This design comes from an exercise in tuning for small area on the open sky130 flow, not from production work. RTL that was checked went through simulation tests only; none was proved equivalent to the original. No activity file was given, so power comes from the tool's default toggle rates.

Design CPU, start of the top module:
module CPU (
    output [6:0] disp0, disp1, disp2, disp3, disp4, disp5, disp6, disp7, disp8, disp9, disp10, disp11, disp12, disp13,
    output [2:0] flags,
    output halted,
    output [5:0] mem_addr,
    output mem_wr,
    output [13:0] mem_wdata,
    input [13:0] mem_rdata,
    input clk, rst);
Size in the first run: ~720 cells after synthesis, ~140 I/O pins.
clock: 30.0 ns
lec_check: 0
abc_area: 1
cap_margin: 20
core_margin: 2
core_utilization: 70
place_density: 0.8
slew_margin: 20
standard.sh (not shown) runs the stock make flow with config.mk's settings and CLKGATE_MAP_FILE= SYNTH_SCRIPT=/design/flow/synth_recipe.tcl, a recipe that flattens the netlist after the stock synthesis.
==> flow/flow/run.sh <==
#!/bin/bash
set -uo pipefail
export BUFFER_PORTS_ARGS="-buffer_cell sky130_fd_sc_hd__buf_1"
export CTS_ARGS="-sink_clustering_enable -repair_clock_nets -buf_list {sky130_fd_sc_hd__clkbuf_8} -dont_use_dummy_load"
bash standard.sh synth > standard_synth.log 2>&1 || exit 1
R=orfs/results/sky130hd/CPU/base
if bash flow/resyn.sh $R/1_2_yosys.v $PWD/resyn_out.v $PWD/resyn_work > resyn.log 2>&1; then
  cp $R/1_2_yosys.v standard_1_2_yosys.v
  cp resyn_out.v $R/1_2_yosys.v
  rm -f $R/1_synth.odb
fi
bash standard.sh > standard.log 2>&1
==> flow/flow/abc_dc.script <==
strash
dc2
&get -n
&st
&synch2
&deepsyn -T 60 -I 4 -t -S 2
&nf -R 1000 -p -F 8 -A 4
&put
topo
mfs3 -ae
==> flow/flow/abc_r6m.script <==
strash
dc2
&get -n
&st
&synch2
&nf -R 1000 -p -F 8 -A 4
&put
strash
dc2
&get -n
&st
&synch2
&nf -R 1000 -p -F 8 -A 4
&put
strash
dc2
&get -n
&st
&synch2
&nf -R 1000 -p -F 8 -A 4
&put
strash
dc2
&get -n
&st
&synch2
&nf -R 1000 -p -F 8 -A 4
&put
strash
dc2
&get -n
&st
&synch2
&nf -R 1000 -p -F 8 -A 4
&put
strash
dc2
&get -n
&st
&synch2
&nf -R 1000 -p -F 8 -A 4
&put
topo
mfs3 -ae
Other scripts of this flow, unchanged in this note and not shown: flow/flow/abc_da.script, flow/flow/abc_db.script, flow/flow/abc_r4m.script, flow/flow/resyn.sh
The starting point finished clean.
Next try:
==> flow/flow/abc_dd.script (new file) <==
strash
dc2
&get -n
&st
&synch2
&deepsyn -T 120 -I 4 -t
&dch -f
&nf -R 1000 -p -F 8 -A 4
&put
topo
mfs3 -ae
removed: flow/flow/abc_dc.script
removed: flow/flow/abc_r6m.script
=> The new run finished with timing, DRC and antenna clean. Sequential share of layout area rose by 0.29 points. Combinational power is lower by 8.7%. Clock skew is about the same. Via count decreases by 0.55%. Global-route usage went up by 0.24 points.


## lane 5
CPU, a different RTL version from the one above (not shown whole).
Size: roughly 910 cells after synthesis, ~190 flip-flops, ~140 I/O pins, about 7900 sq um of cells after synthesis.
Settings: LEC_CHECK=0, ABC_AREA=1, CAP_MARGIN=20, CORE_MARGIN=2, CORE_UTILIZATION=55, PLACE_DENSITY=0.7, SLEW_MARGIN=20; clock period 30.0 ns.
==> flow/flow/run.sh <==
#!/bin/bash
export BUFFER_PORTS_ARGS="-buffer_cell sky130_fd_sc_hd__buf_1"
export CTS_ARGS="-sink_clustering_enable -repair_clock_nets -buf_list {sky130_fd_sc_hd__clkbuf_8} -sink_clustering_size 30 -sink_clustering_max_diameter 200 -dont_use_dummy_load"
bash standard.sh > standard.log 2>&1
Inputs modified between lane 5 and lane 3:
==> flow/flow/run.sh <==
#!/bin/bash
export BUFFER_PORTS_ARGS="-buffer_cell sky130_fd_sc_hd__buf_1"
export CTS_ARGS="-sink_clustering_enable -repair_clock_nets -buf_list {sky130_fd_sc_hd__clkbuf_16} -sink_clustering_size 40 -sink_clustering_max_diameter 200 -dont_use_dummy_load"
bash standard.sh > standard.log 2>&1
==> run notes <==
Looking at the reports, lane 3 completed the entire flow and the layout it produced met the timing, DRC and antenna checks. Compared to lane 5, lane 3 has smallest hold slack 8.4 ps higher. Delta (lane 3 minus lane 5): non-clock buffer count roughly the same; H-tree level count roughly the same; synthesized cell count roughly the same; count of flip-flops with a built-in enable after synthesis roughly the same; switching share of total power lower. Going from lane 5 to lane 3, power grew by a little under 10%.
No functional check of the RTL was part of any run of this note.


CPU, a different RTL version from the one above (not shown whole).
Size in the first run: roughly 740 cells after synthesis, about 140 I/O pins.
==> flow/config.mk <==
export PLATFORM = sky130hd
export DESIGN_NAME = CPU
export DESIGN_NICKNAME = CPU
export VERILOG_FILES = /design/flow/design.v
export SDC_FILE = /design/flow/constraint.sdc
export NUM_CORES = 4
export LEC_CHECK = 0
export ABC_AREA = 1
export CAP_MARGIN = 20
export CORE_MARGIN = 2
export CORE_UTILIZATION = 55
export PLACE_DENSITY = 0.7
export SLEW_MARGIN = 20
==> flow/constraint.sdc <==
create_clock -name core_clock -period 30.0 [get_ports {clk}]
set_input_delay 6.0000 -clock core_clock [delete_from_list [all_inputs] [get_ports {clk}]]
set_output_delay 6.0000 -clock core_clock [all_outputs]
set_load 0.01 [all_outputs]
==> flow/flow/run.sh <==
#!/bin/bash
set -uo pipefail
export BUFFER_PORTS_ARGS="-buffer_cell sky130_fd_sc_hd__buf_1"
export CTS_ARGS="-sink_clustering_enable -repair_clock_nets -buf_list {sky130_fd_sc_hd__clkbuf_8} -dont_use_dummy_load"
bash standard.sh synth > standard_synth.log 2>&1 || exit 1
R=orfs/results/sky130hd/CPU/base
if bash flow/resyn.sh $R/1_2_yosys.v $PWD/resyn_out.v $PWD/resyn_work > resyn.log 2>&1; then
  cp $R/1_2_yosys.v standard_1_2_yosys.v
  cp resyn_out.v $R/1_2_yosys.v
  rm -f $R/1_synth.odb
fi
bash standard.sh > standard.log 2>&1
==> flow/flow/abc_r4m.script <==
strash
dc2
&get -n
&st
&synch2
&nf -R 1000 -p -F 8 -A 4
&put
strash
dc2
&get -n
&st
&synch2
&nf -R 1000 -p -F 8 -A 4
&put
strash
dc2
&get -n
&st
&synch2
&nf -R 1000 -p -F 8 -A 4
&put
strash
dc2
&get -n
&st
&synch2
&nf -R 1000 -p -F 8 -A 4
&put
topo
mfs3 -ae
==> flow/flow/abc_r6m.script <==
strash
dc2
&get -n
&st
&synch2
&nf -R 1000 -p -F 8 -A 4
&put
strash
dc2
&get -n
&st
&synch2
&nf -R 1000 -p -F 8 -A 4
&put
strash
dc2
&get -n
&st
&synch2
&nf -R 1000 -p -F 8 -A 4
&put
strash
dc2
&get -n
&st
&synch2
&nf -R 1000 -p -F 8 -A 4
&put
strash
dc2
&get -n
&st
&synch2
&nf -R 1000 -p -F 8 -A 4
&put
strash
dc2
&get -n
&st
&synch2
&nf -R 1000 -p -F 8 -A 4
&put
topo
mfs3 -ae
Other scripts of this flow, unchanged in this note and not shown: flow/flow/abc_r4.script, flow/flow/abc_r6.script, flow/flow/abc_s13.script, flow/flow/abc_s2.script, flow/flow/abc_s4.script, flow/flow/abc_s5.script, flow/flow/abc_s6.script, flow/flow/resyn.sh
Then changed:
CORE_UTILIZATION = 70   (was 55)
PLACE_DENSITY = 0.8   (was 0.7)
What happened: Wire length went up by 8.4%. Utilization went up by 16 points. Hold slack improves by 0.0072 ns. Maximum frequency went up by 2.0%. Synthesized area stays the same. Design area went down by 0.82%.
Then changed:
CORE_UTILIZATION = 55   (was 70)
PLACE_DENSITY = 0.7   (was 0.8)
removed: flow/flow/abc_r4m.script
removed: flow/flow/abc_r6m.script
Outcome:
- The new run went through all stages and came out clean
- first-iteration DRC count drops by 33%
- maximum frequency is higher by 1.9%
- sequential share of layout area decreases by 0.60 points

afterwards: timing with drivers on the ports:
The results above use ideal ports. As a check the final layouts listed here were re-extracted and re-timed, cells and wires unchanged.
Step 1: set_driving_cell puts a clkbuf_16 on clk and a buf_2 on each other input, an assumption about the parent block.
Step 2 times the ports against the registers' clock, not the clock port: input delays grow and output delays shrink by t, the midpoint of the rising clock arrivals with the driver on.
a / b / c = ideal ports / drivers / drivers and shift; a / b = the first two.
run | t, ns | setup WS [ns] | latest minus earliest clock arrival (ns) | worst slew at a driven data input, ns
the first run of note 1 | 0.483 | 18.584 / 18.596 / 18.113 | 0.038 / 0.038 | 0.04
the second run of note 1 | 0.481 | 18.568 / 18.577 / 18.097 | 0.039 / 0.039 | 0.04
lane 5 | 0.490 | 19.548 / 19.546 / 19.057 | 0.049 / 0.049 | 0.05
lane 3 | 0.461 | 19.497 / 19.502 / 19.041 | 0.036 / 0.035 | 0.04
the first run of note 3 | 0.467 | 18.516 / 18.522 / 18.056 | 0.037 / 0.037 | 0.04
the second run of note 3 | 0.475 | 18.739 / 18.749 / 18.275 | 0.032 / 0.031 | 0.04
the third run of note 3 | 0.475 | 18.946 / 18.959 / 18.485 | 0.032 / 0.033 | 0.05
After both steps every run listed still meets setup and hold. For lane 5, which loses most, drivers alone change the setup slack by -0.002 ns; drivers and shift together by -0.491 ns.
